Background: an optimization exercise with open tools, aiming at small area and a short achievable clock period. Do not read the settings as production practice.
The RTL was checked by simulation tests, not by an equivalence proof against the original design.
Power and IR drop assume default switching activity.

==> flow/design.v (excerpt) <==
module fixedFloatConversion(
  input wire clk,
  input wire rst,
  input wire[31:0] targetnumber,
  input wire[4:0] fixpointpos,
  input wire opcode,
  output reg[31:0] result);
export LEC_CHECK = 0
export ABC_AREA = 1
export CAP_MARGIN = 20
export CORE_MARGIN = 2
export CORE_UTILIZATION = 40
export SETUP_SLACK_MARGIN = 3.5
export SLEW_MARGIN = 20
export TNS_END_PERCENT = 0
create_clock -name core_clock -period 9.0 [get_ports {clk}]
standard.sh (not shown) runs the stock make flow with config.mk's settings and CLKGATE_MAP_FILE= SYNTH_SCRIPT=/design/flow/synth_recipe.tcl, a recipe that flattens the netlist after the stock synthesis.
==> flow/flow/run.sh <==
#!/bin/bash
# Standard layout with three changes:
#  - synthesis maps with the ABC script flow/map.abc (registers untouched:
#    abc runs without -dff, so the standard synthesis's flip-flops remain);
#  - the port buffers are the smallest buffer cell;
#  - no adder cells (ADDER_MAP_FILE empty): abc maps the adders as logic.
set -euo pipefail
W=$(pwd)
export BUFFER_PORTS_ARGS="-buffer_cell sky130_fd_sc_hd__buf_1"
# no half/full adder cells: the adders are left to abc as plain logic
export ADDER_MAP_FILE=""
{
  echo 'proc abc {args} {'
  echo '  set i [lsearch $args -script]'
  echo "  if {\$i >= 0} { lset args [expr {\$i+1}] $W/flow/map.abc }"
  echo '  yosys abc {*}$args'
  echo '}'
  cat "$W/synth_recipe.tcl"
} > "$W/my_synth.tcl"
sed -E "s#'?SYNTH_SCRIPT=[^ ']*'?#SYNTH_SCRIPT=$W/my_synth.tcl#" "$W/standard.sh" > "$W/my_standard.sh"
grep -q "SYNTH_SCRIPT=$W/my_synth.tcl" "$W/my_standard.sh"
bash "$W/my_standard.sh" > "$W/standard.log" 2>&1
==> flow/flow/map.abc <==
strash
dch -f
map -B 0.9
The starting point completed without violations.
Rerun with:
--- a/flow/flow/run.sh
+++ b/flow/flow/run.sh
@@ -1,7 +1,6 @@
 #!/bin/bash
-# Standard layout with three changes:
+# Standard layout with two changes:
 #  - synthesis maps with the ABC script flow/map.abc (registers untouched:
 #    abc runs without -dff, so the standard synthesis's flip-flops remain);
-#  - the port buffers are the smallest buffer cell;
-#  - no adder cells (ADDER_MAP_FILE empty): abc maps the adders as logic.
+#  - the port buffers are the smallest buffer cell.
 set -euo pipefail
@@ -9,4 +8,2 @@
 export BUFFER_PORTS_ARGS="-buffer_cell sky130_fd_sc_hd__buf_1"
-# no half/full adder cells: the adders are left to abc as plain logic
-export ADDER_MAP_FILE=""
 {
--- a/flow/config.mk
+++ b/flow/config.mk
@@ -11,3 +11,3 @@
 export CORE_UTILIZATION = 40
-export SETUP_SLACK_MARGIN = 3.5
+export SETUP_SLACK_MARGIN = 3.6
 export SLEW_MARGIN = 20
=> The new run produced a clean layout. Core utilization went up by 0.98 points. Worst setup slack gains 0.013 ns. Hold slack loses 0.016 ns. Clock power went up by well over a third. Clock-buffer cell count went up by 1. Synthesized area went up by a few percent. Via count went up slightly. First-iteration DRC count went down by roughly a tenth. Final area went up by a little under a tenth.

* * *

Another version of the RTL of fixedFloatConversion (not shown whole).
For scale: about 4700 µm² of cells after synthesis.
Settings: LEC_CHECK=0, ABC_AREA=1, CAP_MARGIN=20, CORE_MARGIN=2, CORE_UTILIZATION=40, SETUP_SLACK_MARGIN=2.7, SLEW_MARGIN=20, TNS_END_PERCENT=0; clock period 9.0 ns.
==> flow/flow/run.sh <==
#!/bin/bash
# Standard layout with two changes:
#  - synthesis maps with the ABC script flow/map.abc (registers untouched:
#    abc runs without -dff, so the standard synthesis's flip-flops remain);
#  - the port buffers are the smallest buffer cell.
set -euo pipefail
W=$(pwd)
export BUFFER_PORTS_ARGS="-buffer_cell sky130_fd_sc_hd__buf_1"
{
  echo 'proc abc {args} {'
  echo '  set i [lsearch $args -script]'
  echo "  if {\$i >= 0} { lset args [expr {\$i+1}] $W/flow/map.abc }"
  echo '  yosys abc {*}$args'
  echo '}'
  cat "$W/synth_recipe.tcl"
} > "$W/my_synth.tcl"
sed -E "s#'?SYNTH_SCRIPT=[^ ']*'?#SYNTH_SCRIPT=$W/my_synth.tcl#" "$W/standard.sh" > "$W/my_standard.sh"
grep -q "SYNTH_SCRIPT=$W/my_synth.tcl" "$W/my_standard.sh"
bash "$W/my_standard.sh" > "$W/standard.log" 2>&1
Scripts as last shown in full above: flow/flow/map.abc
Change:
Settings changed: SETUP_SLACK_MARGIN 2.7 to 3.3.
Outcome: Total power goes up by 0.64%. Routed wire length is about the same. Die area does not change.
Change:
--- a/flow/flow/run.sh
+++ b/flow/flow/run.sh
@@ -1,6 +1,7 @@
 #!/bin/bash
-# Standard layout with two changes:
+# Standard layout with three changes:
 #  - synthesis maps with the ABC script flow/map.abc (registers untouched:
 #    abc runs without -dff, so the standard synthesis's flip-flops remain);
-#  - the port buffers are the smallest buffer cell.
+#  - the port buffers are the smallest buffer cell;
+#  - no adder cells (ADDER_MAP_FILE empty): abc maps the adders as logic.
 set -euo pipefail
@@ -8,2 +9,4 @@
 export BUFFER_PORTS_ARGS="-buffer_cell sky130_fd_sc_hd__buf_1"
+# no half/full adder cells: the adders are left to abc as plain logic
+export ADDER_MAP_FILE=""
 {
==> flow/flow/map.abc (replaced) <==
strash
dch -f
map -B 0.9 -A 0.9
Settings changed: SETUP_SLACK_MARGIN 3.3 to 3.6.
Result:
- flip-flop and latch count stays the same
- area after synthesis goes down by a few percent
- global-route usage goes up by 0.46 points
- cell area goes up by a few percent
- setup slack gains 0.094 ns
- count of clock-buffer cells in the layout goes down by 1
- routed wire length goes up by a little under a tenth
- worst hold slack loses 0.15 ns
- core utilization goes up by 5.1 points
- sequential power goes up by a few percent

* * *

The RTL this note starts from:
==> flow/design.v <==
`timescale 1ns / 1ps
module fixedFloatConversion(
  input wire clk,
  input wire rst,
  input wire[31:0] targetnumber,
  input wire[4:0] fixpointpos,
  input wire opcode,
  output reg[31:0] result);
wire        s  = targetnumber[31];
wire [30:0] t  = targetnumber[30:0];
wire        nz = |t;
wire [4:0] lz;
lzc32 ulz (.w({t ^ {31{s}}, 1'b1}), .lz(lz));
wire [8:0] sum   = {4'd0, fixpointpos} + {1'd0, targetnumber[30:23]} + 9'd9;
wire       valid = (sum[8:5] == 4'b0100);
wire [4:0] bsh   = sum[4:0];
wire [54:0] xa = {t, 24'd0};
wire [54:0] xb = {31'd0, 1'b1, t[22:0]};
wire [4:0]  sh = opcode ? bsh : lz;
wire pa1 = ~opcode & lz[4];
wire pa0 = ~opcode & ~lz[4];
wire pb1 = opcode & bsh[4];
wire pb0 = opcode & ~bsh[4];
wire [54:16] x1 = ({39{pa1}} & xa[38:0]) | ({39{pa0}} & xa[54:16])
                | ({39{pb1}} & xb[38:0]) | ({39{pb0}} & xb[54:16]);
wire [54:24] x2 = sh[3] ? x1[46:16] : x1[54:24];
wire [54:28] x3 = sh[2] ? x2[50:24] : x2[54:28];
wire [54:30] x4 = sh[1] ? x3[52:28] : x3[54:30];
wire [54:31] y  = sh[0] ? x4[53:30] : x4[54:31];
wire st = (~sh[2] & |x2[27:24]) | (~sh[1] & |x3[29:28]) | (~sh[0] & x4[30]);
wire        cin = ~opcode & st;
wire [24:0] vp;                  
prefix_or #(.N(25)) pb (.a({y[54:31], cin}), .y(vp));
wire [23:0] low = y[54:31] ^ ({24{s}} & vp[23:0]);
wire        pow2 = s & (&(t[30:1] | ~t[29:0]));
wire [7:0]  e  = 8'd157 - {3'd0, fixpointpos} - {3'd0, lz} + {7'd0, pow2};
wire keep = opcode ? valid : nz;
always @(posedge clk) begin
  result[22:0]  <= keep ? low[22:0] : 23'd0;
  result[30:23] <= keep ? (opcode ? {{7{s & vp[24]}}, low[23]} : e) : 8'd0;
  result[31]    <= keep & s & (~opcode | vp[24]);
end
endmodule
module lzc32 (
  input  wire [31:0] w,
  output wire [4:0]  lz);
  wire [15:0] z1; wire [15:0] c1;
  wire [7:0]  z2; wire [15:0] c2;
  wire [3:0]  z3; wire [11:0] c3;
  wire [1:0]  z4; wire [7:0]  c4;
  genvar i;
  generate
    for (i = 0; i < 16; i = i + 1) begin : l1
      assign z1[i] = ~(w[2*i+1] | w[2*i]);
      assign c1[i] = ~w[2*i+1];
    end
    for (i = 0; i < 8; i = i + 1) begin : l2
      assign z2[i] = z1[2*i+1] & z1[2*i];
      assign c2[2*i+1:2*i] = z1[2*i+1] ? {1'b1, c1[2*i]} : {1'b0, c1[2*i+1]};
    end
    for (i = 0; i < 4; i = i + 1) begin : l3
      assign z3[i] = z2[2*i+1] & z2[2*i];
      assign c3[3*i+2:3*i] = z2[2*i+1] ? {1'b1, c2[4*i+1:4*i]} : {1'b0, c2[4*i+3:4*i+2]};
    end
    for (i = 0; i < 2; i = i + 1) begin : l4
      assign z4[i] = z3[2*i+1] & z3[2*i];
      assign c4[4*i+3:4*i] = z3[2*i+1] ? {1'b1, c3[6*i+2:6*i]} : {1'b0, c3[6*i+5:6*i+3]};
    end
  endgenerate
  assign lz = z4[1] ? {1'b1, c4[3:0]} : {1'b0, c4[7:4]};
endmodule
module prefix_or #(parameter N = 32) (
  input  wire [N-1:0] a,
  output wire [N-1:0] y);
  localparam L = 5;               
  wire [N-1:0] p [0:L];
  assign p[0] = a;
  genvar k, i;
  generate
    for (k = 0; k < L; k = k + 1) begin : lv
      for (i = 0; i < N; i = i + 1) begin : bt
        if ((i >> k) & 1)
          assign p[k+1][i] = p[k][i] | p[k][((i >> k) << k) - 1];
        else
          assign p[k+1][i] = p[k][i];
      end
    end
  endgenerate
  assign y = p[L];
endmodule
Settings: LEC_CHECK=0, ABC_AREA=1, CAP_MARGIN=20, CORE_MARGIN=2, CORE_UTILIZATION=40, PLACE_DENSITY=0.75, SETUP_SLACK_MARGIN=3.6, SLEW_MARGIN=20, TNS_END_PERCENT=0; clock period 9.0 ns.
==> flow/flow/run.sh <==
#!/bin/bash
# Standard layout with three changes:
#  - synthesis maps with the ABC script flow/map.abc (registers untouched:
#    abc runs without -dff, so the standard synthesis's flip-flops remain);
#  - the port buffers are the smallest buffer cell;
#  - no adder cells (ADDER_MAP_FILE empty): abc maps the adders as logic.
set -euo pipefail
W=$(pwd)
export BUFFER_PORTS_ARGS="-buffer_cell sky130_fd_sc_hd__buf_1"
# no half/full adder cells: the adders are left to abc as plain logic
export ADDER_MAP_FILE=""
{
  echo 'proc abc {args} {'
  echo '  set i [lsearch $args -script]'
  echo "  if {\$i >= 0} { lset args [expr {\$i+1}] $W/flow/map.abc }"
  echo '  yosys abc {*}$args'
  echo '}'
  cat "$W/synth_recipe.tcl"
} > "$W/my_synth.tcl"
sed -E "s#'?SYNTH_SCRIPT=[^ ']*'?#SYNTH_SCRIPT=$W/my_synth.tcl#" "$W/standard.sh" > "$W/my_standard.sh"
grep -q "SYNTH_SCRIPT=$W/my_synth.tcl" "$W/my_standard.sh"
bash "$W/my_standard.sh" > "$W/standard.log" 2>&1
==> flow/flow/map.abc <==
strash
dch -f
map -B 0.9
Change:
- PLACE_DENSITY: 0.75 -> default
Outcome: The changed run produced a clean layout. Hold slack gets worse by 5.3 ps. Design area climbs by 0.43%. Count of clock-buffer cells in the layout climbs by 1.
Change:
- SETUP_SLACK_MARGIN: 3.6 -> 3.4
Core utilization came out lower by 0.60 points.
Cell count is about the same.
Power came out higher by 5.1%.
Wire length came out lower by about 2.5%.
Combinational power came out lower by about 3%.
Area after synthesis stays the same.
Via count came out lower by about 0.9%.
Change:
- PLACE_DENSITY: default -> 0.5
- SETUP_SLACK_MARGIN: 3.4 -> 3.6
Clock power drops by about 10%.
Die area does not change.
Fmax climbs by 0.50%.
Utilization climbs by 1.2 points.
Cell area climbs by 2.6%.
Sequential power barely changes.
Non-clock buffer count climbs by 4.
Total power climbs by 0.45%.
Worst setup slack improves by 25 ps.
Synthesized area is unchanged.
Via count climbs by 3.6%.

[static timing again, ports no longer ideal]
How much do the figures lean on ideal ports? The routed layouts below were timed once more, with nothing changed but the port constraints.
Step 1 (the two cells are an assumption about what drives the block):
set clk [get_ports {clk}]
set_driving_cell -lib_cell sky130_fd_sc_hd__clkbuf_16 $clk
set_driving_cell -lib_cell sky130_fd_sc_hd__buf_2 [delete_from_list [all_inputs] $clk]
Step 2 adds t to the input delays and takes it off the output delays; t is the mean of the earliest and latest rising clock arrival at the registers after step 1. Input paths then give back, and output paths get back, about the clock's delay inside the block.
Three values: no drivers, after step 1, after step 2; two values: the first two.
run | t (ns) | setup WS [ns] | clock arrival spread, ns
the first run of note 1 | 0.330 | 3.911 / 3.925 / 3.595 | 0.003 / 0.002
the second run of note 1 | 0.316 | 3.924 / 3.939 / 3.623 | 0.003 / 0.002
the first run of note 2 | 0.314 | 3.177 / 3.189 / 2.876 | 0.004 / 0.005
the second run of note 2 | 0.314 | 3.755 / 3.760 / 3.447 | 0.004 / 0.005
the third run of note 2 | 0.320 | 3.849 / 3.853 / 3.533 | 0.007 / 0.007
the first run of note 3 | 0.333 | 3.888 / 3.896 / 3.563 | 0.001 / 0.002
the second run of note 3 | 0.334 | 3.934 / 3.950 / 3.616 | 0.003 / 0.002
the third run of note 3 | 0.323 | 3.876 / 3.869 / 3.547 | 0.004 / 0.005
the fourth run of note 3 | 0.326 | 3.901 / 3.911 / 3.585 | 0.006 / 0.006
After both steps every run listed still meets setup and hold. The setup slack of the third run of note 3, which loses most, moves by -0.007 ns with the drivers and by -0.329 ns with both steps.
